Source: an optimization exercise on an open RTL-to-GDS flow (aim: small area and a short achievable clock period). Production flows keep margins and buffers that such runs may drop.
Function was not checked in any run shown here: the RTL went through the layout flow alone.
Power figures rest on the tool's default switching activity, not on a simulated workload.

==> design.v <==
module RGB_to_Gray(input CLK, input [7:0] R, input [7:0] G, input [7:0] B, input In_Valid, output reg [7:0] Gray, output reg Out_Valid);
    reg [7:0] r, g, b; reg v0;
    always @(posedge CLK) begin r <= R; g <= G; b <= B; v0 <= In_Valid; end
    wire w8 = ({r[7], r[6], r[5], r[4], r[3], r[2], r[1], r[0]} >= 8'd2);
    wire w9 = ({r[7], r[6], r[5], r[4], r[3], r[2], r[1], r[0]} >= 8'd4);
    wire w10 = ({r[7], r[6], r[5], r[4], r[3], r[2], r[1], r[0]} >= 8'd7);
    wire w11 = ({r[7], r[6], r[5], r[4], r[3], r[2], r[1], r[0]} >= 8'd14);
    wire w12 = ({r[7], r[6], r[5], r[4], r[3], r[2], r[1], r[0]} >= 8'd27);
    wire w13 = ({r[7], r[6], r[5], r[4], r[3], r[2], r[1], r[0]} >= 8'd54);
    wire w14 = ({r[7], r[6], r[5], r[4], r[3], r[2], r[1], r[0]} >= 8'd108);
    wire w15 = ({r[7], r[6], r[5], r[4], r[3], r[2], r[1], r[0]} >= 8'd215);
    wire w24 = ({g[7], g[6], g[5], g[4], g[3], g[2], g[1], g[0]} >= 8'd2);
    wire w25 = ({g[7], g[6], g[5], g[4], g[3], g[2], g[1], g[0]} >= 8'd4);
    wire w26 = ({g[7], g[6], g[5], g[4], g[3], g[2], g[1], g[0]} >= 8'd7);
    wire w27 = ({g[7], g[6], g[5], g[4], g[3], g[2], g[1], g[0]} >= 8'd14);
    wire w28 = ({g[7], g[6], g[5], g[4], g[3], g[2], g[1], g[0]} >= 8'd28);
    wire w29 = ({g[7], g[6], g[5], g[4], g[3], g[2], g[1], g[0]} >= 8'd55);
    wire w30 = ({g[7], g[6], g[5], g[4], g[3], g[2], g[1], g[0]} >= 8'd110);
    wire w31 = ({g[7], g[6], g[5], g[4], g[3], g[2], g[1], g[0]} >= 8'd219);
    wire w41 = ({b[7], b[6], b[5], b[4], b[3], b[2], b[1], b[0]} >= 8'd3);
    wire w42 = ({b[7], b[6], b[5], b[4], b[3], b[2], b[1], b[0]} >= 8'd5);
    wire w43 = ({b[7], b[6], b[5], b[4], b[3], b[2], b[1], b[0]} >= 8'd9);
    wire w44 = ({b[7], b[6], b[5], b[4], b[3], b[2], b[1], b[0]} >= 8'd18);
    wire w45 = ({b[7], b[6], b[5], b[4], b[3], b[2], b[1], b[0]} >= 8'd36);
    wire w46 = ({b[7], b[6], b[5], b[4], b[3], b[2], b[1], b[0]} >= 8'd71);
    wire w47 = ({b[7], b[6], b[5], b[4], b[3], b[2], b[1], b[0]} >= 8'd141);
    wire w48_0, w48_1; ha u48 (r[2], r[1], w48_0, w48_1);
    wire w49_0, w49_1; fa u49 (r[3], r[2], r[1], w49_0, w49_1);
    wire w50_0, w50_1; fa u50 (r[4], r[3], r[2], w50_0, w50_1);
    wire w51_0, w51_1; fa u51 (r[5], r[4], r[3], w51_0, w51_1);
    wire w52_0, w52_1; fa u52 (r[6], r[5], r[4], w52_0, w52_1);
    wire w53_0, w53_1; fa u53 (r[7], r[6], r[5], w53_0, w53_1);
    wire w54_0, w54_1; ha u54 (r[1], r[0], w54_0, w54_1);
    wire w55_0, w55_1; fa u55 (r[0], w48_0, w11, w55_0, w55_1);
    wire w56_0, w56_1; fa u56 (w48_1, w12, w49_0, w56_0, w56_1);
    wire w57_0, w57_1; fa u57 (w49_1, w13, w50_0, w57_0, w57_1);
    wire w58_0, w58_1; fa u58 (w50_1, w14, w51_0, w58_0, w58_1);
    wire w59_0, w59_1; fa u59 (w51_1, w15, w52_0, w59_0, w59_1);
    wire w60_0, w60_1; fa u60 (r[0], w52_1, w53_0, w60_0, w60_1);
    wire w61_0, w61_1; ha u61 (r[0], w9, w61_0, w61_1);
    wire w62_0, w62_1; fa u62 (w54_0, w10, w61_1, w62_0, w62_1);
    wire w63_0, w63_1; fa u63 (w54_1, w55_0, w62_1, w63_0, w63_1);
    wire w64_0, w64_1; fa u64 (w55_1, w56_0, w63_1, w64_0, w64_1);
    wire w65_0, w65_1; fa u65 (w56_1, w57_0, w64_1, w65_0, w65_1);
    wire w66_0, w66_1; fa u66 (w57_1, w58_0, w65_1, w66_0, w66_1);
    wire w67_0, w67_1; fa u67 (w58_1, w59_0, w66_1, w67_0, w67_1);
    wire w68_0, w68_1; fa u68 (p59_1_1, p60_0_1, p67_1_1, w68_0, w68_1);
    wire w69_0, w69_1; ha u69 (g[4], g[0], w69_0, w69_1);
    wire w70_0, w70_1; fa u70 (g[5], g[1], w31, w70_0, w70_1);
    wire w71_0, w71_1; fa u71 (g[6], g[2], g[0], w71_0, w71_1);
    wire w72_0, w72_1; ha u72 (g[0], w26, w72_0, w72_1);
    wire w73_0, w73_1; fa u73 (g[1], w27, w72_1, w73_0, w73_1);
    wire w74_0, w74_1; fa u74 (g[2], w28, w73_1, w74_0, w74_1);
    wire w75_0, w75_1; fa u75 (g[3], w29, w74_1, w75_0, w75_1);
    wire w76_0, w76_1; fa u76 (w69_0, w30, w75_1, w76_0, w76_1);
    wire w77_0, w77_1; fa u77 (w69_1, w70_0, w76_1, w77_0, w77_1);
    wire w78_0, w78_1; fa u78 (w70_1, w71_0, w77_1, w78_0, w78_1);
    wire w79 = ~w8;
    wire w80 = w61_0 & w79;
    wire w81 = ~w24;
    wire w82 = w25 & w81;
    wire w83 = ~w9;
    wire w84 = w62_0 & w83;
    wire w85 = ~w25;
    wire w86 = w72_0 & w85;
    wire w87 = ~w10;
    wire w88 = w63_0 & w87;
    wire w89 = ~w26;
    wire w90 = w73_0 & w89;
    wire w91 = ~w11;
    wire w92 = w64_0 & w91;
    wire w93 = ~w27;
    wire w94 = w74_0 & w93;
    wire w95 = ~w12;
    wire w96 = w65_0 & w95;
    wire w97 = ~w28;
    wire w98 = w75_0 & w97;
    wire w99 = ~w13;
    wire w100 = w66_0 & w99;
    wire w101 = ~w29;
    wire w102 = w76_0 & w101;
    wire w103 = ~w14;
    wire w104 = w67_0 & w103;
    wire w105 = ~w30;
    wire w106 = w77_0 & w105;
    wire w107 = ~w15;
    wire w108 = w68_0 & p107_0_1;
    wire w109 = ~p31_0_1;
    wire w110 = p78_0_1 & w109;
    wire w111_0, w111_1; ha u111 (r[7], r[6], w111_0, w111_1);
    wire w112_0, w112_1; fa u112 (r[7], r[2], r[0], w112_0, w112_1);
    wire w113_0, w113_1; fa u113 (g[7], g[3], g[1], w113_0, w113_1);
    wire w114_0, w114_1; fa u114 (r[3], r[1], r[0], w114_0, w114_1);
    wire w115_0, w115_1; fa u115 (r[4], r[2], r[1], w115_0, w115_1);
    wire w116_0, w116_1; fa u116 (r[5], r[3], r[2], w116_0, w116_1);
    wire w117_0, w117_1; ha u117 (r[0], g[6], w117_0, w117_1);
    wire w118_0, w118_1; fa u118 (r[6], r[4], r[3], w118_0, w118_1);
    wire w119_0, w119_1; fa u119 (r[1], g[7], g[5], w119_0, w119_1);
    wire w120_0, w120_1; fa u120 (r[7], r[5], r[4], w120_0, w120_1);
    wire w121_0, w121_1; ha u121 (r[2], g[6], w121_0, w121_1);
    wire w122_0, w122_1; fa u122 (r[6], r[5], r[3], w122_0, w122_1);
    wire w123_0, w123_1; ha u123 (g[7], g[6], w123_0, w123_1);
    wire w124_0, w124_1; fa u124 (r[7], r[6], r[4], w124_0, w124_1);
    wire w125_0, w125_1; ha u125 (r[0], g[7], w125_0, w125_1);
    wire w126_0, w126_1; ha u126 (r[7], r[5], w126_0, w126_1);
    wire w127_0, w127_1; ha u127 (r[5], r[2], w127_0, w127_1);
    wire w128_0, w128_1; fa u128 (r[6], r[3], r[2], w128_0, w128_1);
    wire w129_0, w129_1; fa u129 (r[7], r[4], r[3], w129_0, w129_1);
    wire w130_0, w130_1; fa u130 (r[5], r[4], r[1], w130_0, w130_1);
    wire w131_0, w131_1; fa u131 (r[6], r[5], r[2], w131_0, w131_1);
    wire w132_0, w132_1; ha u132 (r[7], r[6], w132_0, w132_1);
    wire w133_0, w133_1; fa u133 (r[1], w111_0, w53_1, w133_0, w133_1);
    wire w134_0, w134_1; fa u134 (g[0], w111_1, w71_1, w134_0, w134_1);
    wire w135_0, w135_1; ha u135 (w112_0, w113_0, w135_0, w135_1);
    wire w136_0, w136_1; fa u136 (g[4], g[2], g[1], w136_0, w136_1);
    wire w137_0, w137_1; fa u137 (w112_1, w113_1, w114_0, w137_0, w137_1);
    wire w138_0, w138_1; fa u138 (g[5], g[3], g[2], w138_0, w138_1);
    wire w139_0, w139_1; fa u139 (g[0], w114_1, w115_0, w139_0, w139_1);
    wire w140_0, w140_1; fa u140 (g[4], g[3], g[1], w140_0, w140_1);
    wire w141_0, w141_1; fa u141 (w117_0, w115_1, w116_0, w141_0, w141_1);
    wire w142_0, w142_1; fa u142 (g[4], g[2], w117_1, w142_0, w142_1);
    wire w143_0, w143_1; fa u143 (w116_1, w118_0, w119_0, w143_0, w143_1);
    wire w144_0, w144_1; fa u144 (g[5], g[3], w121_0, w144_0, w144_1);
    wire w145_0, w145_1; fa u145 (w118_1, w119_1, w120_0, w145_0, w145_1);
    wire w146_0, w146_1; fa u146 (g[4], g[0], w121_1, w146_0, w146_1);
    wire w147_0, w147_1; fa u147 (w123_0, w120_1, w122_0, w147_0, w147_1);
    wire w148_0, w148_1; fa u148 (g[5], g[1], w123_1, w148_0, w148_1);
    wire w149_0, w149_1; fa u149 (w125_0, w122_1, w124_0, w149_0, w149_1);
    wire w150_0, w150_1; fa u150 (r[1], g[6], g[2], w150_0, w150_1);
    wire w151_0, w151_1; fa u151 (w125_1, w126_0, w124_1, w151_0, w151_1);
    wire w152_0, w152_1; fa u152 (r[6], r[2], g[7], w152_0, w152_1);
    wire w153_0, w153_1; fa u153 (g[3], g[0], w126_1, w153_0, w153_1);
    wire w154_0, w154_1; fa u154 (r[7], r[3], r[0], w154_0, w154_1);
    wire w155_0, w155_1; fa u155 (g[4], g[1], g[0], w155_0, w155_1);
    wire w156_0, w156_1; fa u156 (r[4], r[1], r[0], w156_0, w156_1);
    wire w157_0, w157_1; fa u157 (g[5], g[2], g[1], w157_0, w157_1);
    wire w158_0, w158_1; fa u158 (r[1], g[6], g[3], w158_0, w158_1);
    wire w159_0, w159_1; fa u159 (g[2], g[0], w127_0, w159_0, w159_1);
    wire w160_0, w160_1; fa u160 (g[7], g[4], g[3], w160_0, w160_1);
    wire w161_0, w161_1; fa u161 (g[1], w127_1, w128_0, w161_0, w161_1);
    wire w162_0, w162_1; fa u162 (r[0], g[5], g[4], w162_0, w162_1);
    wire w163_0, w163_1; fa u163 (g[2], w128_1, w129_0, w163_0, w163_1);
    wire w164_0, w164_1; fa u164 (g[6], g[5], g[3], w164_0, w164_1);
    wire w165_0, w165_1; fa u165 (g[0], w129_1, w130_0, w165_0, w165_1);
    wire w166_0, w166_1; fa u166 (g[7], g[6], g[4], w166_0, w166_1);
    wire w167_0, w167_1; fa u167 (g[1], w130_1, w131_0, w167_0, w167_1);
    wire w168_0, w168_1; fa u168 (r[3], g[7], g[5], w168_0, w168_1);
    wire w169_0, w169_1; fa u169 (g[2], w132_0, w131_1, w169_0, w169_1);
    wire w170_0, w170_1; fa u170 (r[7], r[4], g[6], w170_0, w170_1);
    wire w171_0, w171_1; ha u171 (g[3], w132_1, w171_0, w171_1);
    wire w172_0, w172_1; ha u172 (r[5], g[7], w172_0, w172_1);
    wire w173_0, w173_1; ha u173 (w133_0, w60_1, w173_0, w173_1);
    wire w174_0, w174_1; fa u174 (w133_1, w135_0, w134_0, w174_0, w174_1);
    wire w175_0, w175_1; fa u175 (w136_0, w135_1, w134_1, w175_0, w175_1);
    wire w176_0, w176_1; fa u176 (w136_1, w138_0, w137_1, w176_0, w176_1);
    wire w177_0, w177_1; fa u177 (w138_1, w140_0, w139_1, w177_0, w177_1);
    wire w178_0, w178_1; fa u178 (w140_1, w142_0, w141_1, w178_0, w178_1);
    wire w179_0, w179_1; fa u179 (w142_1, w144_0, w143_1, w179_0, w179_1);
    wire w180_0, w180_1; fa u180 (w144_1, w146_0, w145_1, w180_0, w180_1);
    wire w181_0, w181_1; fa u181 (w146_1, w148_0, w147_1, w181_0, w181_1);
    wire w182_0, w182_1; fa u182 (w150_0, w148_1, w149_1, w182_0, w182_1);
    wire w183_0, w183_1; fa u183 (w150_1, w152_0, w153_0, w183_0, w183_1);
    wire w184_0, w184_1; fa u184 (w152_1, w154_0, w155_0, w184_0, w184_1);
    wire w185_0, w185_1; fa u185 (w154_1, w155_1, w156_0, w185_0, w185_1);
    wire w186_0, w186_1; fa u186 (w156_1, w157_1, w158_0, w186_0, w186_1);
    wire w187_0, w187_1; fa u187 (w158_1, w160_0, w159_1, w187_0, w187_1);
    wire w188_0, w188_1; fa u188 (w160_1, w162_0, w161_1, w188_0, w188_1);
    wire w189_0, w189_1; fa u189 (w162_1, w164_0, w163_1, w189_0, w189_1);
    wire w190_0, w190_1; fa u190 (w164_1, w166_0, w165_1, w190_0, w190_1);
    wire w191_0, w191_1; fa u191 (w166_1, w168_0, w167_1, w191_0, w191_1);
    wire w192_0, w192_1; fa u192 (w168_1, w170_0, w171_0, w192_0, w192_1);
    wire w193_0, w193_1; fa u193 (g[4], w172_0, w170_1, w193_0, w193_1);
    wire w194_0, w194_1; ha u194 (r[6], g[5], w194_0, w194_1);
    wire w195_0, w195_1; ha u195 (p173_0_1, w110, w195_0, w195_1);
    wire w196_0, w196_1; fa u196 (p173_1_1, p174_0_1, p78_1_1, w196_0, w196_1);
    wire w197_0, w197_1; fa u197 (w137_0, w174_1, w175_0, w197_0, w197_1);
    wire w198_0, w198_1; fa u198 (w139_0, w175_1, w176_0, w198_0, w198_1);
    wire w199_0, w199_1; fa u199 (w141_0, w176_1, w177_0, w199_0, w199_1);
    wire w200_0, w200_1; fa u200 (w143_0, w177_1, w178_0, w200_0, w200_1);
    wire w201_0, w201_1; fa u201 (w145_0, w178_1, w179_0, w201_0, w201_1);
    wire w202_0, w202_1; fa u202 (w147_0, w179_1, w180_0, w202_0, w202_1);
    wire w203_0, w203_1; fa u203 (w149_0, w180_1, w181_0, w203_0, w203_1);
    wire w204_0, w204_1; fa u204 (w151_0, w181_1, w182_0, w204_0, w204_1);
    wire w205_0, w205_1; fa u205 (w151_1, w183_0, w182_1, w205_0, w205_1);
    wire w206_0, w206_1; fa u206 (w153_1, w184_0, w183_1, w206_0, w206_1);
    wire w207_0, w207_1; fa u207 (w157_0, w184_1, w185_0, w207_0, w207_1);
    wire w208_0, w208_1; fa u208 (w159_0, w185_1, w186_0, w208_0, w208_1);
    wire w209_0, w209_1; fa u209 (w186_1, w161_0, w187_0, w209_0, w209_1);
    wire w210_0, w210_1; fa u210 (w163_0, w187_1, w188_0, w210_0, w210_1);
    wire w211_0, w211_1; fa u211 (w165_0, w188_1, w189_0, w211_0, w211_1);
    wire w212_0, w212_1; fa u212 (w167_0, w189_1, w190_0, w212_0, w212_1);
    wire w213_0, w213_1; fa u213 (w169_0, w190_1, w191_0, w213_0, w213_1);
    wire w214_0, w214_1; fa u214 (w169_1, w192_0, w191_1, w214_0, w214_1);
    wire w215_0, w215_1; fa u215 (w171_1, w193_0, w192_1, w215_0, w215_1);
    wire w216_0, w216_1; fa u216 (w172_1, w194_0, w193_1, w216_0, w216_1);
    wire w217_0, w217_1; fa u217 (r[7], g[6], w194_1, w217_0, w217_1);
    wire w219 = w205_1 & w206_0;
    wire w220 = w206_1 | w207_0;
    wire w221 = w206_1 & w207_0;
    wire w222 = w207_1 | w208_0;
    wire w223 = w207_1 & w208_0;
    wire w224 = w208_1 | w209_0;
    wire w225 = w208_1 & w209_0;
    wire w226 = w209_1 | w210_0;
    wire w227 = w209_1 & w210_0;
    wire w228 = w210_1 | w211_0;
    wire w229 = w210_1 & w211_0;
    wire w230 = w211_1 | w212_0;
    wire w231 = w211_1 & w212_0;
    wire w232 = w212_1 | w213_0;
    wire w233 = w212_1 & w213_0;
    wire w234 = w213_1 | w214_0;
    wire w235 = w213_1 & w214_0;
    wire w236 = w214_1 | w215_0;
    wire w237 = w214_1 & w215_0;
    wire w238 = w215_1 | w216_0;
    wire w239 = w215_1 & w216_0;
    wire w240 = w216_1 | w217_0;
    wire w241 = w216_1 & w217_0;
    wire w242 = w217_1 | g[7];
    wire w243 = w217_1 & g[7];
    wire w244 = w221 | (w220 & w219);
    wire w246 = w225 | (w224 & w223);
    wire w247 = w224 & w222;
    wire w248 = w229 | (w228 & w227);
    wire w249 = w228 & w226;
    wire w250 = w233 | (w232 & w231);
    wire w251 = w232 & w230;
    wire w252 = w237 | (w236 & w235);
    wire w253 = w236 & w234;
    wire w254 = w241 | (w240 & w239);
    wire w255 = w240 & w238;
    wire w258 = w246 | (w247 & w244);
    wire w260 = w231 | (w230 & w248);
    wire w261 = w230 & w249;
    wire w262 = w250 | (w251 & w248);
    wire w263 = w251 & w249;
    wire w264 = w239 | (w238 & w252);
    wire w265 = w238 & w253;
    wire w266 = w254 | (w255 & w252);
    wire w267 = w255 & w253;
    wire w268 = w227 | (w226 & w258);
    wire w270 = w248 | (w249 & w258);
    wire w272 = w260 | (w261 & w258);
    wire w274 = w262 | (w263 & w258);
    wire w276 = w243 | (w242 & w266);
    wire w277 = w242 & w267;
    wire w278 = w235 | (w234 & w274);
    wire w280 = w252 | (w253 & w274);
    wire w282 = w264 | (w265 & w274);
    wire w284 = w266 | (w267 & w274);
    wire w286 = w276 | (w277 & w274);
    wire w288 = |{w210_1, w211_1, w212_1, w213_1, w214_1, w215_1, w216_1, w217_1, w211_0, w212_0, w213_0, w214_0, w215_0, w216_0, w217_0, g[7], w268};
    wire w289 = |{w211_1, w212_1, w213_1, w214_1, w215_1, w216_1, w217_1, w212_0, w213_0, w214_0, w215_0, w216_0, w217_0, g[7], w270};
    wire w290 = |{w212_1, w213_1, w214_1, w215_1, w216_1, w217_1, w213_0, w214_0, w215_0, w216_0, w217_0, g[7], w272};
    wire w291 = |{w213_1, w214_1, w215_1, w216_1, w217_1, w214_0, w215_0, w216_0, w217_0, g[7], w274};
    wire w292 = |{w214_1, w215_1, w216_1, w217_1, w215_0, w216_0, w217_0, g[7], w278};
    wire w293 = |{w215_1, w216_1, w217_1, w216_0, w217_0, g[7], w280};
    wire w294 = |{w216_1, w217_1, w217_0, g[7], w282};
    wire w295 = |{w217_1, g[7], w284};
    wire w296 = |{p286_0_1};
    wire w297 = ~b[0];
    wire w298 = ~b[1];
    wire w299 = ~b[2];
    wire w300 = ~b[3];
    wire w301 = ~b[4];
    wire w302 = ~b[5];
    wire w303 = ~b[6];
    wire w304 = ~b[7];
    wire w305_0, w305_1; fa u305 (b[6], b[4], b[2], w305_0, w305_1);
    wire w306_0, w306_1; ha u306 (b[7], b[5], w306_0, w306_1);
    wire w307_0, w307_1; ha u307 (b[6], b[4], w307_0, w307_1);
    wire w308_0, w308_1; ha u308 (b[7], b[5], w308_0, w308_1);
    wire w309_0, w309_1; ha u309 (b[4], b[2], w309_0, w309_1);
    wire w310_0, w310_1; fa u310 (b[5], b[3], b[1], w310_0, w310_1);
    wire w311_0, w311_1; fa u311 (w297, w47, w305_0, w311_0, w311_1);
    wire w312_0, w312_1; fa u312 (b[3], w298, w306_0, w312_0, w312_1);
    wire w313_0, w313_1; fa u313 (b[0], w299, w306_1, w313_0, w313_1);
    wire w314_0, w314_1; fa u314 (b[1], w300, w307_1, w314_0, w314_1);
    wire w315_0, w315_1; fa u315 (b[6], b[2], w301, w315_0, w315_1);
    wire w316_0, w316_1; ha u316 (b[2], b[0], w316_0, w316_1);
    wire w317_0, w317_1; fa u317 (b[3], b[1], w44, w317_0, w317_1);
    wire w318_0, w318_1; fa u318 (b[0], w309_0, w45, w318_0, w318_1);
    wire w319_0, w319_1; fa u319 (w309_1, w46, w310_0, w319_0, w319_1);
    wire w320; xn u320 (w310_1, w311_0, w320);
    wire w321 = w310_1 | w311_0;
    wire w322_0, w322_1; fa u322 (w305_1, w312_0, w311_1, w322_0, w322_1);
    wire w323_0, w323_1; fa u323 (w307_0, w312_1, w313_0, w323_0, w323_1);
    wire w324_0, w324_1; fa u324 (w308_0, w313_1, w314_0, w324_0, w324_1);
    wire w325_0, w325_1; fa u325 (w308_1, w315_0, w314_1, w325_0, w325_1);
    wire w326_0, w326_1; ha u326 (b[0], w41, w326_0, w326_1);
    wire w327_0, w327_1; fa u327 (b[1], w42, w326_1, w327_0, w327_1);
    wire w328_0, w328_1; fa u328 (w316_0, w43, w327_1, w328_0, w328_1);
    wire w329_0, w329_1; fa u329 (w316_1, w317_0, w328_1, w329_0, w329_1);
    wire w330_0, w330_1; fa u330 (w317_1, w318_0, w329_1, w330_0, w330_1);
    wire w331_0, w331_1; fa u331 (w318_1, w319_0, w330_1, w331_0, w331_1);
    wire w332_0, w332_1; fa u332 (w319_1, w320, w331_1, w332_0, w332_1);
    wire w333_0, w333_1; fa u333 (w321, w322_0, w332_1, w333_0, w333_1);
    wire w334_0, w334_1; fa u334 (p322_1_1, p323_0_1, p333_1_1, w334_0, w334_1);
    wire w335_0, w335_1; fa u335 (p323_1_1, p324_0_1, w334_1, w335_0, w335_1);
    wire w336_0, w336_1; fa u336 (p324_1_1, p325_0_1, w335_1, w336_0, w336_1);
    wire w337 = ~w42;
    wire w338 = w328_0 & w337;
    wire w339 = w338 & w288;
    wire w340 = ~w339;
    wire w341 = ~w43;
    wire w342 = w329_0 & w341;
    wire w343 = w342 & w289;
    wire w344 = ~p343_0_1;
    wire w345 = ~w44;
    wire w346 = w330_0 & w345;
    wire w347 = w346 & w290;
    wire w348 = ~w347;
    wire w349 = ~w45;
    wire w350 = w331_0 & w349;
    wire w351 = w350 & w291;
    wire w352 = ~p351_0_1;
    wire w353 = ~w46;
    wire w354 = w332_0 & w353;
    wire w355 = p354_0_1 & p292_0_1;
    wire w356 = ~w355;
    wire w357 = ~p47_0_1;
    wire w358 = p333_0_1 & w357;
    wire w359 = w358 & p293_0_1;
    wire w360 = ~w359;
    wire w361 = w334_0 & p294_0_1;
    wire w362 = ~w361;
    wire w363 = w335_0 & p295_0_1;
    wire w364 = ~w363;
    wire w365 = w336_0 & w296;
    wire w366 = ~w365;
    wire w367_0, w367_1; fa u367 (b[7], b[3], w302, w367_0, w367_1);
    wire w368_0, w368_1; ha u368 (w297, w315_1, w368_0, w368_1);
    wire w369_0, w369_1; ha u369 (b[4], w303, w369_0, w369_1);
    wire w370_0, w370_1; ha u370 (b[7], b[5], w370_0, w370_1);
    wire w371_0, w371_1; ha u371 (b[6], b[1], w371_0, w371_1);
    wire w372_0, w372_1; ha u372 (b[7], b[2], w372_0, w372_1);
    wire w373_0, w373_1; fa u373 (w367_0, w368_0, w325_1, w373_0, w373_1);
    wire w374_0, w374_1; fa u374 (w298, w369_0, w367_1, w374_0, w374_1);
    wire w375_0, w375_1; ha u375 (w368_1, w197_0, w375_0, w375_1);
    wire w376_0, w376_1; fa u376 (b[5], w304, w299, w376_0, w376_1);
    wire w377_0, w377_1; fa u377 (w369_1, w197_1, w198_0, w377_0, w377_1);
    wire w378_0, w378_1; fa u378 (b[6], w300, w198_1, w378_0, w378_1);
    wire w379 = ~w199_0;
    wire w380_0, w380_1; fa u380 (b[7], w301, w297, w380_0, w380_1);
    wire w381_0, w381_1; ha u381 (w199_1, w200_0, w381_0, w381_1);
    wire w382_0, w382_1; fa u382 (w302, w298, w200_1, w382_0, w382_1);
    wire w383_0, w383_1; fa u383 (b[0], w303, w299, w383_0, w383_1);
    wire w384_0, w384_1; fa u384 (b[1], w304, w300, w384_0, w384_1);
    wire w385_0, w385_1; fa u385 (b[2], b[0], w301, w385_0, w385_1);
    wire w386_0, w386_1; ha u386 (w203_1, w204_0, w386_0, w386_1);
    wire w387_0, w387_1; fa u387 (b[3], b[1], w302, w387_0, w387_1);
    wire w388; xn u388 (w204_1, w205_0, w388);
    wire w389 = w204_1 | w205_0;
    wire w390_0, w390_1; fa u390 (b[4], b[2], w303, w390_0, w390_1);
    wire w391_0, w391_1; fa u391 (w297, w206_0, w205_1, w391_0, w391_1);
    wire w392_0, w392_1; fa u392 (b[5], b[3], w304, w392_0, w392_1);
    wire w393_0, w393_1; fa u393 (w298, w207_0, w206_1, w393_0, w393_1);
    wire w394_0, w394_1; fa u394 (b[6], b[4], w299, w394_0, w394_1);
    wire w395; xn u395 (w207_1, w208_0, w395);
    wire w396 = w207_1 | w208_0;
    wire w397_0, w397_1; fa u397 (b[0], w300, w370_0, w397_0, w397_1);
    wire w398; xn u398 (w208_1, w209_0, w398);
    wire w399 = w208_1 | w209_0;
    wire w400_0, w400_1; fa u400 (w301, w370_1, w371_0, w400_0, w400_1);
    wire w401; xn u401 (w209_1, w210_0, w401);
    wire w402 = w209_1 | w210_0;
    wire w403_0, w403_1; fa u403 (w302, w371_1, w372_0, w403_0, w403_1);
    wire w404; xn u404 (w210_1, w211_0, w404);
    wire w405 = w210_1 | w211_0;
    wire w406_0, w406_1; fa u406 (b[3], w303, w372_1, w406_0, w406_1);
    wire w407; xn u407 (w211_1, w212_0, w407);
    wire w408 = w211_1 | w212_0;
    wire w409_0, w409_1; fa u409 (b[4], w304, w212_1, w409_0, w409_1);
    wire w410 = ~w213_0;
    wire w411_0, w411_1; ha u411 (b[5], w213_1, w411_0, w411_1);
    wire w412_0, w412_1; ha u412 (b[6], w215_0, w412_0, w412_1);
    wire w413_0, w413_1; ha u413 (b[7], w216_0, w413_0, w413_1);
    wire w414_0, w414_1; ha u414 (w80, w338, w414_0, w414_1);
    wire w415_0, w415_1; fa u415 (w82, w84, w342, w415_0, w415_1);
    wire w416_0, w416_1; fa u416 (w86, w88, w346, w416_0, w416_1);
    wire w417_0, w417_1; fa u417 (w90, w92, w350, w417_0, w417_1);
    wire w418_0, w418_1; fa u418 (p94_0_1, p96_0_1, p354_0_1, w418_0, w418_1);
    wire w419_0, w419_1; fa u419 (p98_0_1, p100_0_1, w358, w419_0, w419_1);
    wire w420_0, w420_1; fa u420 (p102_0_1, p104_0_1, w334_0, w420_0, w420_1);
    wire w421_0, w421_1; fa u421 (p106_0_1, w108, w335_0, w421_0, w421_1);
    wire w422_0, w422_1; fa u422 (w68_1, w195_0, w336_0, w422_0, w422_1);
    wire w423_0, w423_1; fa u423 (p373_0_1, w196_0, w195_1, w423_0, w423_1);
    wire w424_0, w424_1; fa u424 (w374_0, w373_1, w375_0, w424_0, w424_1);
    wire w425_0, w425_1; fa u425 (w376_0, w374_1, w375_1, w425_0, w425_1);
    wire w426_0, w426_1; fa u426 (w376_1, w379, w377_1, w426_0, w426_1);
    wire w427_0, w427_1; fa u427 (w380_0, w199_0, w378_1, w427_0, w427_1);
    wire w428_0, w428_1; fa u428 (w380_1, w201_0, w381_1, w428_0, w428_1);
    wire w429_0, w429_1; fa u429 (w383_0, w201_1, w202_0, w429_0, w429_1);
    wire w430_0, w430_1; fa u430 (w383_1, w384_0, w202_1, w430_0, w430_1);
    wire w431_0, w431_1; fa u431 (w384_1, w385_0, w386_0, w431_0, w431_1);
    wire w432_0, w432_1; fa u432 (w385_1, w387_0, w388, w432_0, w432_1);
    wire w433_0, w433_1; fa u433 (w387_1, w390_0, w389, w433_0, w433_1);
    wire w434_0, w434_1; fa u434 (w390_1, w392_0, w393_0, w434_0, w434_1);
    wire w435_0, w435_1; fa u435 (w392_1, w394_0, w395, w435_0, w435_1);
    wire w436_0, w436_1; fa u436 (w394_1, w397_0, w396, w436_0, w436_1);
    wire w437_0, w437_1; fa u437 (w397_1, w400_0, w399, w437_0, w437_1);
    wire w438_0, w438_1; fa u438 (w400_1, w403_0, w402, w438_0, w438_1);
    wire w439_0, w439_1; fa u439 (w403_1, w406_0, w405, w439_0, w439_1);
    wire w440_0, w440_1; fa u440 (w406_1, w410, w408, w440_0, w440_1);
    wire w441_0, w441_1; fa u441 (w214_0, w213_0, w411_0, w441_0, w441_1);
    wire w442_0, w442_1; fa u442 (w214_1, w412_0, w411_1, w442_0, w442_1);
    wire w443_0, w443_1; fa u443 (w215_1, w413_0, w412_1, w443_0, w443_1);
    wire w444_0, w444_1; fa u444 (w217_0, w216_1, w413_1, w444_0, w444_1);
    wire w445_0, w445_1; ha u445 (g[7], w217_1, w445_0, w445_1);
    wire w446_0, w446_1; ha u446 (w414_0, w340, w446_0, w446_1);
    wire w447_0, w447_1; fa u447 (p414_1_1, p415_0_1, w344, w447_0, w447_1);
    wire w448_0, w448_1; fa u448 (p415_1_1, p416_0_1, p348_0_1, w448_0, w448_1);
    wire w449_0, w449_1; fa u449 (p416_1_1, w352, p417_0_1, w449_0, w449_1);
    wire w450_0, w450_1; fa u450 (p417_1_1, w356, w418_0, w450_0, w450_1);
    wire w451_0, w451_1; fa u451 (w418_1, w360, w419_0, w451_0, w451_1);
    wire w452_0, w452_1; fa u452 (w419_1, w362, w420_0, w452_0, w452_1);
    wire w453_0, w453_1; fa u453 (w420_1, w364, w421_0, w453_0, w453_1);
    wire w454_0, w454_1; fa u454 (w421_1, w366, w422_0, w454_0, w454_1);
    wire w455_0, w455_1; fa u455 (w423_0, w336_1, w422_1, w455_0, w455_1);
    wire w456_0, w456_1; fa u456 (p424_0_1, w196_1, w423_1, w456_0, w456_1);
    wire w457_0, w457_1; fa u457 (w377_0, w424_1, w425_0, w457_0, w457_1);
    wire w458_0, w458_1; fa u458 (w378_0, w425_1, w426_0, w458_0, w458_1);
    wire w459_0, w459_1; fa u459 (w381_0, w426_1, w427_0, w459_0, w459_1);
    wire w460_0, w460_1; fa u460 (w382_0, w427_1, w428_0, w460_0, w460_1);
    wire w461_0, w461_1; fa u461 (w382_1, w429_0, w428_1, w461_0, w461_1);
    wire w462_0, w462_1; fa u462 (w203_0, w429_1, w430_0, w462_0, w462_1);
    wire w463; xn u463 (w430_1, w431_0, w463);
    wire w464 = w430_1 | w431_0;
    wire w465_0, w465_1; fa u465 (w386_1, w432_0, w431_1, w465_0, w465_1);
    wire w466_0, w466_1; fa u466 (w391_0, w432_1, w433_0, w466_0, w466_1);
    wire w467_0, w467_1; fa u467 (w391_1, w433_1, w434_0, w467_0, w467_1);
    wire w468_0, w468_1; fa u468 (w393_1, w435_0, w434_1, w468_0, w468_1);
    wire w469_0, w469_1; fa u469 (w398, w435_1, w436_0, w469_0, w469_1);
    wire w470_0, w470_1; fa u470 (w436_1, w401, w437_0, w470_0, w470_1);
    wire w471_0, w471_1; fa u471 (w404, w437_1, w438_0, w471_0, w471_1);
    wire w472_0, w472_1; fa u472 (w407, w438_1, w439_0, w472_0, w472_1);
    wire w473_0, w473_1; fa u473 (w409_0, w439_1, w440_0, w473_0, w473_1);
    wire w474_0, w474_1; fa u474 (w409_1, w440_1, w441_0, w474_0, w474_1);
    wire w475; xn u475 (w441_1, w442_0, w475);
    wire w476 = w441_1 | w442_0;
    wire w477; xn u477 (w443_0, w442_1, w477);
    wire w478 = w443_0 | w442_1;
    wire w479; xn u479 (w444_0, w443_1, w479);
    wire w480 = w444_0 | w443_1;
    wire w481; xn u481 (w445_0, w444_1, w481);
    wire w482 = w445_0 | w444_1;
    wire w483 = ~w445_1;
    wire w484 = p446_1_1 | w447_0;
    wire w485 = p446_1_1 & w447_0;
    wire w486 = w447_1 | w448_0;
    wire w487 = w447_1 & w448_0;
    wire w488 = w448_1 | w449_0;
    wire w489 = w448_1 & w449_0;
    wire w490 = w449_1 | w450_0;
    wire w491 = w449_1 & w450_0;
    wire w492 = w450_1 | w451_0;
    wire w493 = w450_1 & w451_0;
    wire w494 = w451_1 | w452_0;
    wire w495 = w451_1 & w452_0;
    wire w496 = w452_1 | w453_0;
    wire w497 = w452_1 & w453_0;
    wire w498 = w453_1 | w454_0;
    wire w499 = w453_1 & w454_0;
    wire w500 = w454_1 | w455_0;
    wire w501 = w454_1 & w455_0;
    wire w502 = w455_1 | w456_0;
    wire w503 = w455_1 & w456_0;
    wire w504 = w456_1 | p457_0_1;
    wire w505 = w456_1 & p457_0_1;
    wire w506 = p457_1_1 | p458_0_1;
    wire w507 = p457_1_1 & p458_0_1;
    wire w508 = w458_1 | w459_0;
    wire w509 = w458_1 & w459_0;
    wire w510 = w459_1 | w460_0;
    wire w511 = w459_1 & w460_0;
    wire w512 = w460_1 | w461_0;
    wire w513 = w460_1 & w461_0;
    wire w514 = w461_1 | w462_0;
    wire w515 = w461_1 & w462_0;
    wire w516 = w462_1 | w463;
    wire w517 = w462_1 & w463;
    wire w518 = w464 | w465_0;
    wire w519 = w464 & w465_0;
    wire w520 = w465_1 | w466_0;
    wire w521 = w465_1 & w466_0;
    wire w522 = w466_1 | w467_0;
    wire w523 = w466_1 & w467_0;
    wire w524 = w467_1 | w468_0;
    wire w525 = w467_1 & w468_0;
    wire w526 = w468_1 | w469_0;
    wire w527 = w468_1 & w469_0;
    wire w528 = w469_1 | w470_0;
    wire w529 = w469_1 & w470_0;
    wire w530 = w470_1 | w471_0;
    wire w531 = w470_1 & w471_0;
    wire w532_0, w532_1; ha u532 (p471_1_1, p472_0_1, w532_0, w532_1);
    wire w533_0, w533_1; ha u533 (w472_1, w473_0, w533_0, w533_1);
    wire w534_0, w534_1; ha u534 (w473_1, w474_0, w534_0, w534_1);
    wire w535_0, w535_1; ha u535 (w474_1, w475, w535_0, w535_1);
    wire w536_0, w536_1; ha u536 (w476, w477, w536_0, w536_1);
    wire w537_0, w537_1; ha u537 (w478, w479, w537_0, w537_1);
    wire w538_0, w538_1; ha u538 (w480, w481, w538_0, w538_1);
    wire w539_0, w539_1; ha u539 (w482, w483, w539_0, w539_1);
    wire w540 = w531 | (w530 & w529);
    wire w541 = w530 & w528;
    wire w542 = w527 | (w526 & w525);
    wire w543 = w526 & w524;
    wire w544 = p540_0_1 | (p541_0_1 & p542_0_1);
    wire w545 = w541 & w543;
    wire w546 = w523 | (w522 & w521);
    wire w547 = w522 & w520;
    wire w548 = w546 | (w547 & w519);
    wire w549 = w547 & w518;
    wire w550 = w544 | (p545_0_1 & p548_0_1);
    wire w551 = p545_0_1 & p549_0_1;
    wire w552 = w517 | (w516 & w515);
    wire w553 = w516 & w514;
    wire w554 = w552 | (w553 & w513);
    wire w555 = w553 & w512;
    wire w556 = w511 | (w510 & w509);
    wire w557 = w510 & w508;
    wire w558 = p556_0_1 | (p557_0_1 & w507);
    wire w559 = p557_0_1 & w506;
    wire w560 = p554_0_1 | (p555_0_1 & w558);
    wire w561 = p555_0_1 & w559;
    wire w562 = w550 | (w551 & w560);
    wire w563 = w551 & w561;
    wire w564 = w505 | (w504 & w503);
    wire w565 = w504 & w502;
    wire w566 = w564 | (w565 & w501);
    wire w567 = w565 & w500;
    wire w568 = w499 | (w498 & w497);
    wire w569 = w498 & w496;
    wire w570 = w568 | (w569 & w495);
    wire w571 = w569 & w494;
    wire w572 = w566 | (w567 & w570);
    wire w573 = w567 & w571;
    wire w574 = w493 | (w492 & w491);
    wire w575 = w492 & w490;
    wire w576 = w574 | (w575 & w489);
    wire w577 = w575 & w488;
    wire w578 = w487 | (w486 & w485);
    wire w579 = w486 & w484;
    wire w580 = w578 | (w579 & p446_0_1);
    wire w581 = w576 | (w577 & w580);
    wire w583 = w572 | (w573 & w581);
    wire w585 = w562 | (w563 & w583);
    wire w587 = p533_1_1 | (p533_0_1 & w532_1);
    wire w588 = p533_0_1 & w532_0;
    wire w589 = p535_1_1 | (p535_0_1 & p534_1_1);
    wire w590 = p535_0_1 & p534_0_1;
    wire w591 = p537_1_1 | (p537_0_1 & p536_1_1);
    wire w592 = p537_0_1 & p536_0_1;
    wire w595 = p534_1_1 | (p534_0_1 & w587);
    wire w596 = p534_0_1 & w588;
    wire w597 = w589 | (w590 & w587);
    wire w598 = w590 & w588;
    wire w599 = p538_1_1 | (p538_0_1 & w591);
    wire w600 = p538_0_1 & w592;
    wire w603 = p536_1_1 | (p536_0_1 & w597);
    wire w604 = p536_0_1 & w598;
    wire w605 = w591 | (w592 & w597);
    wire w606 = w592 & w598;
    wire w607 = w599 | (w600 & w597);
    wire w608 = w600 & w598;
    wire w611 = w532_1 | (w532_0 & w585);
    wire w612 = w587 | (w588 & w585);
    wire w613 = w595 | (w596 & w585);
    wire w614 = w597 | (w598 & w585);
    wire w615 = w603 | (w604 & w585);
    wire w616 = w605 | (w606 & w585);
    wire w617 = w607 | (w608 & w585);
    wire w619; xr u619 (w532_0, w585, w619);
    wire w620; xr u620 (p533_0_1, w611, w620);
    wire w621; xr u621 (p534_0_1, w612, w621);
    wire w622; xr u622 (p535_0_1, w613, w622);
    wire w623; xr u623 (p536_0_1, w614, w623);
    wire w624; xr u624 (p537_0_1, w615, w624);
    wire w625; xr u625 (p538_0_1, w616, w625);
    wire w626; xr u626 (p539_0_1, w617, w626);
    reg p59_1_1;
    reg p60_0_1;
    reg p67_1_1;
    reg p31_0_1;
    reg p107_0_1;
    reg p78_0_1;
    reg p173_0_1;
    reg p173_1_1;
    reg p174_0_1;
    reg p78_1_1;
    reg p286_0_1;
    reg p47_0_1;
    reg p322_1_1;
    reg p323_0_1;
    reg p333_1_1;
    reg p323_1_1;
    reg p324_0_1;
    reg p324_1_1;
    reg p325_0_1;
    reg p343_0_1;
    reg p351_0_1;
    reg p354_0_1;
    reg p292_0_1;
    reg p333_0_1;
    reg p293_0_1;
    reg p294_0_1;
    reg p295_0_1;
    reg p94_0_1;
    reg p96_0_1;
    reg p98_0_1;
    reg p100_0_1;
    reg p102_0_1;
    reg p104_0_1;
    reg p106_0_1;
    reg p373_0_1;
    reg p414_1_1;
    reg p415_0_1;
    reg p415_1_1;
    reg p416_0_1;
    reg p348_0_1;
    reg p416_1_1;
    reg p417_0_1;
    reg p417_1_1;
    reg p424_0_1;
    reg p446_1_1;
    reg p457_0_1;
    reg p457_1_1;
    reg p458_0_1;
    reg p471_1_1;
    reg p472_0_1;
    reg p540_0_1;
    reg p541_0_1;
    reg p542_0_1;
    reg p545_0_1;
    reg p548_0_1;
    reg p549_0_1;
    reg p556_0_1;
    reg p557_0_1;
    reg p554_0_1;
    reg p555_0_1;
    reg p446_0_1;
    reg p533_1_1;
    reg p533_0_1;
    reg p535_1_1;
    reg p535_0_1;
    reg p534_1_1;
    reg p534_0_1;
    reg p537_1_1;
    reg p537_0_1;
    reg p536_1_1;
    reg p536_0_1;
    reg p538_1_1;
    reg p538_0_1;
    reg p539_0_1;
    always @(posedge CLK) begin
        p59_1_1 <= w59_1;
        p60_0_1 <= w60_0;
        p67_1_1 <= w67_1;
        p31_0_1 <= w31;
        p107_0_1 <= w107;
        p78_0_1 <= w78_0;
        p173_0_1 <= w173_0;
        p173_1_1 <= w173_1;
        p174_0_1 <= w174_0;
        p78_1_1 <= w78_1;
        p286_0_1 <= w286;
        p47_0_1 <= w47;
        p322_1_1 <= w322_1;
        p323_0_1 <= w323_0;
        p333_1_1 <= w333_1;
        p323_1_1 <= w323_1;
        p324_0_1 <= w324_0;
        p324_1_1 <= w324_1;
        p325_0_1 <= w325_0;
        p343_0_1 <= w343;
        p351_0_1 <= w351;
        p354_0_1 <= w354;
        p292_0_1 <= w292;
        p333_0_1 <= w333_0;
        p293_0_1 <= w293;
        p294_0_1 <= w294;
        p295_0_1 <= w295;
        p94_0_1 <= w94;
        p96_0_1 <= w96;
        p98_0_1 <= w98;
        p100_0_1 <= w100;
        p102_0_1 <= w102;
        p104_0_1 <= w104;
        p106_0_1 <= w106;
        p373_0_1 <= w373_0;
        p414_1_1 <= w414_1;
        p415_0_1 <= w415_0;
        p415_1_1 <= w415_1;
        p416_0_1 <= w416_0;
        p348_0_1 <= w348;
        p416_1_1 <= w416_1;
        p417_0_1 <= w417_0;
        p417_1_1 <= w417_1;
        p424_0_1 <= w424_0;
        p446_1_1 <= w446_1;
        p457_0_1 <= w457_0;
        p457_1_1 <= w457_1;
        p458_0_1 <= w458_0;
        p471_1_1 <= w471_1;
        p472_0_1 <= w472_0;
        p540_0_1 <= w540;
        p541_0_1 <= w541;
        p542_0_1 <= w542;
        p545_0_1 <= w545;
        p548_0_1 <= w548;
        p549_0_1 <= w549;
        p556_0_1 <= w556;
        p557_0_1 <= w557;
        p554_0_1 <= w554;
        p555_0_1 <= w555;
        p446_0_1 <= w446_0;
        p533_1_1 <= w533_1;
        p533_0_1 <= w533_0;
        p535_1_1 <= w535_1;
        p535_0_1 <= w535_0;
        p534_1_1 <= w534_1;
        p534_0_1 <= w534_0;
        p537_1_1 <= w537_1;
        p537_0_1 <= w537_0;
        p536_1_1 <= w536_1;
        p536_0_1 <= w536_0;
        p538_1_1 <= w538_1;
        p538_0_1 <= w538_0;
        p539_0_1 <= w539_0;
    end
    reg v1; always @(posedge CLK) v1 <= v0;
    always @(posedge CLK) begin Gray <= {w626, w625, w624, w623, w622, w621, w620, w619}; Out_Valid <= v1; end
endmodule
module fa(input a, input b, input c, output s, output co);
    assign s = a ^ b ^ c;
    assign co = (a & b) | (a & c) | (b & c);
endmodule
module ha(input a, input b, output s, output co);
    assign s = a ^ b;
    assign co = a & b;
endmodule
module xr(input a, input b, output y);
    assign y = a ^ b;
endmodule
module xn(input a, input b, output y);
    assign y = ~(a ^ b);
endmodule
module ao(input g1, input p1, input g0, output y);
    assign y = g1 | (p1 & g0);
endmodule
module an2(input a, input b, output y);
    assign y = a & b;
endmodule
module or2(input a, input b, output y);
    assign y = a | b;
endmodule
==> flow/run.sh <==
#!/bin/bash
set -euo pipefail
export SETUP_SLACK_MARGIN=11.95
export CTS_ARGS="-sink_clustering_enable -repair_clock_nets -dont_use_dummy_load -buf_list sky130_fd_sc_hd__clkbuf_8"
export BUFFER_PORTS_ARGS="-buffer_cell sky130_fd_sc_hd__buf_2"
bash standard.sh synth > synth.log 2>&1
bash standard.sh > layout.log 2>&1
==> standard.sh <==
#!/bin/bash
# synth_recipe.tcl (not shown) runs the flow's synth.tcl, then flattens the netlist and writes it again
# the make line also repeats each setting of config.mk as NAME=value (left out here)
make -C /OpenROAD-flow-scripts/flow DESIGN_CONFIG=/design/flow/config.mk WORK_HOME=/design/flow/orfs CLKGATE_MAP_FILE= SYNTH_SCRIPT=/design/flow/synth_recipe.tcl "${@:-finish}"
==> config.mk <==
export PLATFORM = sky130hd
export DESIGN_NAME = RGB_to_Gray
export DESIGN_NICKNAME = RGB_to_Gray
export VERILOG_FILES = /design/flow/design.v
export SDC_FILE = /design/flow/constraint.sdc
export NUM_CORES = 8
export LEC_CHECK = 0
export CAP_MARGIN = 20
export CORE_MARGIN = 2
export CORE_UTILIZATION = 60
export CTS_BUF_LIST = sky130_fd_sc_hd__clkbuf_8
export PLACE_DENSITY = 0.75
export SLEW_MARGIN = 20
export SYNTH_HIERARCHICAL = 1
export SYNTH_MINIMUM_KEEP_SIZE = 0
==> constraint.sdc <==
create_clock -name core_clock -period 16.0 [get_ports {CLK}]
set_input_delay 3.2000 -clock core_clock [delete_from_list [all_inputs] [get_ports {CLK}]]
set_output_delay 3.2000 -clock core_clock [all_outputs]
set_load 0.01 [all_outputs]
==> flow_metrics.env, run 1 <==
export IMPL_netlist_area_um2=8840
export IMPL_tightest_slew_ns=0.664
export IMPL_max_slew_margin_rel_pct=55.5
export IMPL_p_per_area_nw_per_um2=198
export IMPL_yosysUniqueCellTypes=56
export IMPL_cts_buffers=9
export IMPL_cp_arrival_ns=4.48
export IMPL_vdd_drop_max_mv=0.214
export IMPL_skew_ns=0.0390
export IMPL_setup_violations_final=0
export IMPL_nFillCells=951
export IMPL_die_area_um2=15700
export IMPL_async_flop_share_pct=0
export IMPL_grt_ovfl_total=0
export IMPL_synth_edff_count=0
export IMPL_reg2reg_slack_ns=11.78
export IMPL_gp_congestion=0.861
export IMPL_max_freq_mhz=237
export IMPL_clock_path_buffers=2
export IMPL_num_rows=44
export IMPL_hold_violations=0
export IMPL_cts_htree_levels=3
export IMPL_cp_required_ns=16.26
export IMPL_netlist_instances=648
export IMPL_wl_per_cell_um=22.0
export IMPL_post_route_min_period_ns=4.22
export IMPL_nNetsFinal=1059
export IMPL_drt_total_wl_mm=20.9
export IMPL_cap_violations=0
export IMPL_cts_tree="yes"
export IMPL_vias=5673
export IMPL_r2r_cells=10
export IMPL_hold_depth=0
export IMPL_drtIter0Drc=399
export IMPL_final_layout_size_suffix_gt1_share_pct=30.8
export IMPL_r2r_end="p548_0_1"
export IMPL_synth_ff_type="dfxtp_1"
export IMPL_syn_area_per_cell_um2=13.6
export IMPL_die_w_um=125
export IMPL_final_cell_area_um2=10300
export IMPL_ys_warn_count=7
export IMPL_root_buffer="clkbuf_8"
export IMPL_grt_pass1_wl_mm=32.8
export IMPL_die_h_um=125
export IMPL_syn2layout_area_growth_pct=17.1
export IMPL_clkTransAtPathRegs_ns=0.09
export IMPL_clock_latency_ns=0.40
export IMPL_min_to="Out_Valid"
export IMPL_drc=0
export IMPL_drv_slew=0
export IMPL_antenna_left=0
export IMPL_worstSetupPathType="reg -> reg"
export IMPL_critical_path_peak_fanout=3
export IMPL_setup_tns_final_ns=0
export IMPL_grt_total_usage_pct=28.0
export IMPL_first_pass_iters=5
export IMPL_hold_buffers=0
export IMPL_power_leakage_nw=4.13
export IMPL_core_area_um2=14500
export IMPL_hp_start="v1"
export IMPL_cts_sinks=109
export IMPL_start_kind="register"
export IMPL_yosysSeqAreaShare_pct=24.7
export IMPL_reg2reg_from="r[5]"
export IMPL_grt_max_degree=22
export IMPL_start_util_pct=61.0
export IMPL_via_per_inst=5.98
export IMPL_port_buffers=34
export IMPL_place_area_um2=9270
export IMPL_post_dp_hpwl_mm=15.6
export IMPL_synth_seq_cells=109
export IMPL_first_global_vias=6229
export IMPL_antenna_found_initial=0
export IMPL_synth_nets=942
export IMPL_grt_setup_unrepaired="true"
export IMPL_status="complete, no violations"
export IMPL_cp_end_kind="register"
export IMPL_io_pins=35
export IMPL_hp_class="reg -> reg"
export IMPL_min_period_over_period_pct=26.4
## where the power goes
part           internal, W  total, W  switching, W
combinational     0.000713   0.00150      0.000786
clock            0.0000507  0.000136     0.0000851
sequential        0.000362  0.000412     0.0000502
## worst max-delay path, cell delays in order, from the launching register on
cell and delay [ns]:
dfxtp_4 0.36, buf_4 0.15, ha_1 0.19, fa_1 0.46, fa_1 0.56, fa_2 0.50, or2_4 0.26, fa_1 0.49
fa_1 0.52, maj3_2 0.32, maj3_2 0.29
## cell families after synthesis
kind of cell / count (synthesis) / share of synthesized area [%]
xor gates and xnor gates: 20 / 1.98
DFF: 109 / 24.7
AOI/OAI and AO/OA: 98 / 7.57
adders and majority gates: 274 / 57.4
and+or+nand+nor: 117 / 6.98
other: 1 / 0.0424
buffers and inverters: 29 / 1.32
## cell usage in the layout (no fill, tap or decap), types with 3 or more instances in the layout
master    instances
o22a_1            4
nor2_4            3
nand3_1           8
a31oi_1          13
inv_6             3
or2_2             8
o21ai_0           7
clkbuf_8          9
a21o_1            6
buf_2            35
buf_6             9
o22ai_1           4
ha_1             44
dfxtp_4          20
and2_1            4
o211ai_1          4
a21oi_1          24
or2_4             5
fa_1            179
dfxtp_2           5
maj3_2            5
nand2_1          23
buf_4            62
nor2_1           27
inv_1            21
dfxtp_1          84
xnor2_1          11
and3_1            9
fa_2             42
xor2_1            8
nand4_1           4
nor2b_1           4
o21bai_1          4
nor3_1            7
## layout make-up
cell class | count | area, µm² | area share (%)
diodes | 1 | 2.50 | 0.0242
repair buffers | 107 | 762 | 7.36
well taps | 184 | 230 | 2.23
flip-flops and latches | 109 | 2260 | 21.9
inverters | 28 | 138 | 1.33
clock buffers | 9 | 124 | 1.20
multi-input cells | 510 | 6830 | 66.0
## Yosys cell counts, types with 5 or more instances
| master | count | area (µm²) |
|---|---|---|
| and2_1 | 5 | 31.3 |
| o21bai_1 | 5 | 37.5 |
| fa_1 | 221 | 4420 |
| inv_1 | 28 | 105 |
| xor2_1 | 8 | 70.1 |
| o22ai_1 | 5 | 31.3 |
| a21oi_1 | 25 | 125 |
| a21o_1 | 6 | 45.0 |
| ha_1 | 47 | 588 |
| xnor2_1 | 12 | 105 |
| nor3_1 | 7 | 35.0 |
| a31oi_1 | 14 | 87.6 |
| nand2_1 | 23 | 86.3 |
| dfxtp_1 | 109 | 2180 |
| nor2_1 | 30 | 113 |
| and3_1 | 9 | 56.3 |
| or2_2 | 12 | 75.1 |
| o21ai_0 | 10 | 50.1 |
| nand3_1 | 8 | 40.0 |
## flip-flops by register name, indices dropped and copies added, names as in the netlist, 8 cells and up
signal  cells
g           8
b           8
Gray        8
r           8
## repair_timing
item                                    CTS  global route
pin swaps                                57            53
resized for setup                        75            50
setup buffers                            35            38
endpoints found under the setup margin   38            36
## Yosys stat by module, one instance, submodules excluded
| module | area (µm²) | times used | flops+latches |
|---|---|---|---|
| fa | 20.0 | 221 | 0 |
| ha | 12.5 | 47 | 0 |
| xr | 8.76 | 8 | 0 |
| xn | 8.76 | 12 | 0 |
| RGB_to_Gray | 3650 | 1 | 109 |
## through the flow
| stage | setup slack [ns] | util (%) | cells | hold slack, ns | total power [W] |
|---|---|---|---|---|---|
| after global routing | 11.71 | 71.4 | 947 | 0.346 | 0.00221 |
| after CTS | 11.77 | 68.3 | 909 | 0.334 | 0.00195 |
| after global placement | 11.61 | 64.0 | 865 | 0.310 | 0.00163 |
| after floorplan | 11.83 | - | 648 | 0.310 | 0.00135 |
| after detailed placement | 11.51 | 64.0 | 865 | 0.312 | 0.00170 |
| final | 11.78 | 71.5 | 948 | 0.332 | 0.00205 |
## layer usage
layer	vias up	GRT usage, %	share of wire, %
met5	-	0	0
met4	0	13.0	4.8
met3	55	4.54	5.8
met2	240	47.1	50
met1	2958	36.2	39
li1	2420	-	-
## how the worst max path moves through the flow
stage	start	endpoint	slack, ns	depth (start not counted)
after global placement	g[7]	p548_0_1	11.61	10
after floorplan	r[6]	p548_0_1	11.83	10
after CTS	r[7]	p548_0_1	11.77	10
after global routing	r[4]	p548_0_1	11.71	10
final	r[5]	p548_0_1	11.78	10
after detailed placement	g[7]	p548_0_1	11.51	10
==> inputs of run 2 (changes only) <==
--- a/design.v
+++ b/design.v
@@ -85,6 +85,6 @@
     wire w106 = w77_0 & w105;
-    wire w107 = ~w15;
-    wire w108 = w68_0 & p107_0_1;
-    wire w109 = ~p31_0_1;
-    wire w110 = p78_0_1 & w109;
+    wire w107 = ~p15_0_1;
+    wire w108 = w68_0 & w107;
+    wire w109 = ~w31;
+    wire w110 = w78_0 & w109;
     wire w111_0, w111_1; ha u111 (r[7], r[6], w111_0, w111_1);
@@ -173,3 +173,3 @@
     wire w194_0, w194_1; ha u194 (r[6], g[5], w194_0, w194_1);
-    wire w195_0, w195_1; ha u195 (p173_0_1, w110, w195_0, w195_1);
+    wire w195_0, w195_1; ha u195 (p173_0_1, p110_0_1, w195_0, w195_1);
     wire w196_0, w196_1; fa u196 (p173_1_1, p174_0_1, p78_1_1, w196_0, w196_1);
@@ -312,3 +312,3 @@
     wire w347 = w346 & w290;
-    wire w348 = ~w347;
+    wire w348 = ~p347_0_1;
     wire w349 = ~w45;
@@ -412,3 +412,3 @@
     wire w447_0, w447_1; fa u447 (p414_1_1, p415_0_1, w344, w447_0, w447_1);
-    wire w448_0, w448_1; fa u448 (p415_1_1, p416_0_1, p348_0_1, w448_0, w448_1);
+    wire w448_0, w448_1; fa u448 (p415_1_1, p416_0_1, w348, w448_0, w448_1);
     wire w449_0, w449_1; fa u449 (p416_1_1, w352, p417_0_1, w449_0, w449_1);
@@ -496,3 +496,3 @@
     wire w531 = w470_1 & w471_0;
-    wire w532_0, w532_1; ha u532 (p471_1_1, p472_0_1, w532_0, w532_1);
+    wire w532_0, w532_1; ha u532 (w471_1, w472_0, w532_0, w532_1);
     wire w533_0, w533_1; ha u533 (w472_1, w473_0, w533_0, w533_1);
@@ -548,7 +548,7 @@
     wire w585 = w562 | (w563 & w583);
-    wire w587 = p533_1_1 | (p533_0_1 & w532_1);
-    wire w588 = p533_0_1 & w532_0;
+    wire w587 = p533_1_1 | (p533_0_1 & p532_1_1);
+    wire w588 = p533_0_1 & p532_0_1;
     wire w589 = p535_1_1 | (p535_0_1 & p534_1_1);
     wire w590 = p535_0_1 & p534_0_1;
-    wire w591 = p537_1_1 | (p537_0_1 & p536_1_1);
+    wire w591 = w537_1 | (w537_0 & w536_1);
     wire w592 = p537_0_1 & p536_0_1;
@@ -558,3 +558,3 @@
     wire w598 = w590 & w588;
-    wire w599 = p538_1_1 | (p538_0_1 & w591);
+    wire w599 = p538_1_1 | (p538_0_1 & p591_0_1);
     wire w600 = p538_0_1 & w592;
@@ -562,3 +562,3 @@
     wire w604 = p536_0_1 & w598;
-    wire w605 = w591 | (w592 & w597);
+    wire w605 = p591_0_1 | (w592 & w597);
     wire w606 = w592 & w598;
@@ -566,3 +566,3 @@
     wire w608 = w600 & w598;
-    wire w611 = w532_1 | (w532_0 & w585);
+    wire w611 = p532_1_1 | (p532_0_1 & w585);
     wire w612 = w587 | (w588 & w585);
@@ -573,3 +573,3 @@
     wire w617 = w607 | (w608 & w585);
-    wire w619; xr u619 (w532_0, w585, w619);
+    wire w619; xr u619 (p532_0_1, w585, w619);
     wire w620; xr u620 (p533_0_1, w611, w620);
@@ -581,2 +581,3 @@
     wire w626; xr u626 (p539_0_1, w617, w626);
+    reg p15_0_1;
     reg p59_1_1;
@@ -584,6 +585,4 @@
     reg p67_1_1;
-    reg p31_0_1;
-    reg p107_0_1;
-    reg p78_0_1;
     reg p173_0_1;
+    reg p110_0_1;
     reg p173_1_1;
@@ -601,2 +600,3 @@
     reg p343_0_1;
+    reg p347_0_1;
     reg p351_0_1;
@@ -620,3 +620,2 @@
     reg p416_0_1;
-    reg p348_0_1;
     reg p416_1_1;
@@ -629,4 +628,2 @@
     reg p458_0_1;
-    reg p471_1_1;
-    reg p472_0_1;
     reg p540_0_1;
@@ -644,2 +641,4 @@
     reg p533_0_1;
+    reg p532_1_1;
+    reg p532_0_1;
     reg p535_1_1;
@@ -648,3 +647,2 @@
     reg p534_0_1;
-    reg p537_1_1;
     reg p537_0_1;
@@ -654,4 +652,6 @@
     reg p538_0_1;
+    reg p591_0_1;
     reg p539_0_1;
     always @(posedge CLK) begin
+        p15_0_1 <= w15;
         p59_1_1 <= w59_1;
@@ -659,6 +659,4 @@
         p67_1_1 <= w67_1;
-        p31_0_1 <= w31;
-        p107_0_1 <= w107;
-        p78_0_1 <= w78_0;
         p173_0_1 <= w173_0;
+        p110_0_1 <= w110;
         p173_1_1 <= w173_1;
@@ -676,2 +674,3 @@
         p343_0_1 <= w343;
+        p347_0_1 <= w347;
         p351_0_1 <= w351;
@@ -695,3 +694,2 @@
         p416_0_1 <= w416_0;
-        p348_0_1 <= w348;
         p416_1_1 <= w416_1;
@@ -704,4 +702,2 @@
         p458_0_1 <= w458_0;
-        p471_1_1 <= w471_1;
-        p472_0_1 <= w472_0;
         p540_0_1 <= w540;
@@ -719,2 +715,4 @@
         p533_0_1 <= w533_0;
+        p532_1_1 <= w532_1;
+        p532_0_1 <= w532_0;
         p535_1_1 <= w535_1;
@@ -723,3 +721,2 @@
         p534_0_1 <= w534_0;
-        p537_1_1 <= w537_1;
         p537_0_1 <= w537_0;
@@ -729,2 +726,3 @@
         p538_0_1 <= w538_0;
+        p591_0_1 <= w591;
         p539_0_1 <= w539_0;
==> flow/run.sh (replaced) <==
#!/bin/bash
# Standard ORFS layout with the standard synthesis unchanged. Port buffers are
# sky130_fd_sc_hd__buf_2, and timing repair is asked to reach a setup slack of
# 11.95 ns at the design's own clock period and constraints.
set -euo pipefail
export SETUP_SLACK_MARGIN=11.95
export BUFFER_PORTS_ARGS="-buffer_cell sky130_fd_sc_hd__buf_2"
bash standard.sh synth > synth.log 2>&1
bash standard.sh > layout.log 2>&1
==> run 2 against run 1 <==
Against the previous run:
- critical path depth grew 3
- global-route usage grew 0.23 points
- wire length shrank 0.77%
- synthesized cell count shrank 1.7%
- sequential share of layout area shrank 0.29 points
- total power grew 1.3%
- critical endpoint is now Gray[7]
- hold slack gained 0.0021 ns
- combinational power is essentially flat
==> flow_metrics.env, run 2 <==
export IMPL_yosys_top_cells_area="fa_1 (50%), dfxtp_1 (25%), ha_1 (6.7%), nor2_1 (1.2%), xnor2_1 (1.2%)"
export IMPL_hold_depth=0
export IMPL_final_cell_area_um2=10400
export IMPL_start_kind="register"
export IMPL_skew_ns=0.0215
export IMPL_reg2reg_from="p322_1_1"
export IMPL_first_global_vias=6223
export IMPL_met2_usage_pct=47.6
export IMPL_first_pass_iters=7
export IMPL_setup_violations_final=0
export IMPL_min_period_over_period_pct=27.8
export IMPL_min_to="Out_Valid"
export IMPL_cts_sinks=108
export IMPL_synth_ff_type="dfxtp_1"
export IMPL_clkTransAtPathRegs_ns=0.10
export IMPL_layout_common_cells="fa_1 (177), dfxtp_1 (81), buf_4 (49)"
export IMPL_hp_class="reg -> reg"
export IMPL_vias=5555
export IMPL_die_h_um=125
export IMPL_via_per_inst=5.94
export IMPL_max_slew_margin_rel_pct=63.3
export IMPL_synth_seq_cells=108
export IMPL_async_flop_share_pct=0
export IMPL_grt_max_degree=18
export IMPL_clock_path_buffers=2
export IMPL_syn2layout_area_growth_pct=18.4
export IMPL_io_pins=35
export IMPL_ys_warn_count=7
export IMPL_yosysMostFrequentCell="fa_1"
export IMPL_r2r_end="Gray[7]"
export IMPL_worstSetupPathType="reg -> reg"
export IMPL_final_layout_size_suffix_gt1_share_pct=33.3
export IMPL_cp_end_kind="register"
export IMPL_swShare_pct=43.6
export IMPL_root_buffer="clkbuf_8"
export IMPL_grt_setup_unrepaired="true"
export IMPL_nFillCells=927
export IMPL_gr_usage_met3_pct=7.13
export IMPL_netlist_instances=637
export IMPL_port_buffers=34
export IMPL_core_area_um2=14400
export IMPL_crit_path_start="p322_1_1"
export IMPL_grt_ovfl_total=0
export IMPL_vdd_drop_max_mv=0.159
export IMPL_cts_htree_levels=3
export IMPL_drc=0
export IMPL_cts_buffers=9
export IMPL_die_area_um2=15600
export IMPL_critical_path_peak_fanout=3
export IMPL_post_route_min_period_ns=4.45
export IMPL_grt_total_usage_pct=28.3
export IMPL_p_per_area_nw_per_um2=200
export IMPL_pwr_share_comb_pct=72.4
export IMPL_yosysSeqAreaShare_pct=24.7
export IMPL_netlist_area_um2=8760
export IMPL_cap_violations=0
export IMPL_wl_per_cell_um=22.2
export IMPL_drt_total_wl_mm=20.7
export IMPL_antennaDiodeCount=0
export IMPL_reg2reg_slack_ns=11.55
export IMPL_hold_buffers=0
export IMPL_hp_start="v1"
export IMPL_p_int_w=0.00117
export IMPL_drtIter0Drc=411
export IMPL_synth_top_area_cell="fa_1"
export IMPL_top_usage_layer="met2"
export IMPL_max_freq_mhz=225
export IMPL_mostFrequentLayoutCell="fa_1"
export IMPL_p_seq_share_pct=19.7
export IMPL_finish_utilization_pct=72.0
export IMPL_synth_nets=931
export IMPL_r2r_cells=13
export IMPL_num_rows=44
export IMPL_power_leakage_nw=4.14
export IMPL_die_w_um=125
export IMPL_synth_common_cells="fa_1 (221), dfxtp_1 (108), ha_1 (47)"
export IMPL_yosysTopAreaCellShare_pct=50.5
export IMPL_clkPwrFrac_pct=8.0
export IMPL_tightest_slew_ns=0.549
export IMPL_cp_required_ns=16.29
export IMPL_antenna_found_initial=0
export IMPL_synth_edff_count=0
export IMPL_drv_slew=0
export IMPL_nNetsFinal=1041
export IMPL_place_area_um2=9220
export IMPL_cp_arrival_ns=4.74
export IMPL_post_dp_hpwl_mm=15.5
export IMPL_antenna_left=0
export IMPL_power_switching_w=0.000903
export IMPL_status="complete, no violations"
export IMPL_syn_area_per_cell_um2=13.8
export IMPL_yosysUniqueCellTypes=61
export IMPL_cts_tree="yes"
export IMPL_start_util_pct=60.8
export IMPL_setup_tns_final_ns=0
export IMPL_met1_usage_pct=35.9
export IMPL_grt_pass1_wl_mm=33.1
export IMPL_gp_congestion=0.932
export IMPL_clock_latency_ns=0.39
export IMPL_hold_violations=0
[run 2: cell types whose count changed after synthesis, moves of 2 or more]
cell      delta
o21bai_1     -3
o221ai_1     -2
nand2_1      +2
a31oi_1      -3
o31ai_2      -2
nor2_1       -2
nand4_1      -3
a221o_1      +2
o21ai_0      -2
a31o_1       +2
a21o_1       +3
and3_1       +2
a21oi_1      -9
[run 2: power by group through the flow]
| stage | registers (W) | clock network, W | logic (W) |
|---|---|---|---|
| 2_1_floorplan | 0.000412 | 0 | 0.000926 |
| 3_3_place_gp | 0.000419 | 0 | 0.00121 |
| 3_5_place_dp | 0.000421 | 0 | 0.00127 |
| 4_1_cts | 0.000409 | 0.000169 | 0.00141 |
| 5_1_grt | 0.000416 | 0.000179 | 0.00165 |
| 6_report | 0.000408 | 0.000165 | 0.00150 |
[run 2: kinds of logic after synthesis]
| kind of cell | share of synthesized area, % |
|---|---|
| adder cells (fa/ha/maj) | 57.9 |
| AND/OR/NAND/NOR | 6.73 |
| flip-flops | 24.7 |
| AO/OA/AOI/OAI | 7.47 |
| buffers and inverters | 1.20 |
| XOR/XNOR | 2.00 |
| other | 0.0428 |
[run 2: worst max-delay path: stages, from the launching register on]
cell       delay [ns]
dfxtp_2          0.33
fa_2             0.39
fa_2             0.35
fa_1             0.50
fa_1             0.53
fa_2             0.47
o211ai_1         0.32
a21oi_2          0.12
a2111oi_4        0.29
o21ai_2          0.12
a221o_1          0.34
a31o_1           0.25
a21o_1           0.19
xor2_1           0.15
[run 2: how the worst max path moves through the flow]
stage / end / slack (ns) / depth (start not counted)
2_1_floorplan: p548_0_1 / 11.83 / 8
3_3_place_gp: Gray[7] / 11.46 / 14
3_5_place_dp: Gray[7] / 11.39 / 14
4_1_cts: Gray[7] / 11.55 / 13
5_1_grt: Gray[7] / 11.42 / 13
6_report: Gray[7] / 11.55 / 13
[run 2: stage by stage]
stage               cells  hold slack [ns]  total power (W)  setup slack (ns)
detailed placement    854            0.321          0.00169             11.39
finish                935            0.334          0.00207             11.55
global placement      854            0.315          0.00162             11.46
global route          935            0.342          0.00224             11.42
floorplan             637            0.310          0.00134             11.83
CTS                   919            0.345          0.00199             11.55
[run 2: timing repair]
item	CTS	global route
setup endpoints to repair	39	39
setup buffers	50	16
gates resized for setup	94	43
pin swaps	50	49
[run 2: Yosys stat by module, one instance, submodules excluded]
module       flops+latches  times used  cells inside  area [µm²]
xn                       0          12             1        8.76
RGB_to_Gray            108           1           349        3580
fa                       0         221             1        20.0
xr                       0           8             1        8.76
ha                       0          47             1        12.5
[run 2: area by class of cell]
cell class              count  area, µm²  area share [%]
multi-input cells         501       6830            65.8
inverters                  27        121            1.17
well taps                 184        230            2.22
clock buffers               9        124            1.19
flip-flops and latches    108       2240            21.6
clock inverters             6       63.8           0.615
repair buffers            100        768            7.40
[run 2: metal layers]
metal  wire length (µm)  vias to the layer above
met4                709                        0
met5                  0                        -
met1               7890                     2891
li1                   -                     2372
met2              10700                      243
met3               1410                       49

Check on run 2: ideal ports give 11.551 ns setup slack; a clkbuf_16 on the clock port and buf_2 on the inputs give 11.551 ns; moving port delays by the midpoint clock arrival (0.423 ns) as well gives 11.551 ns.
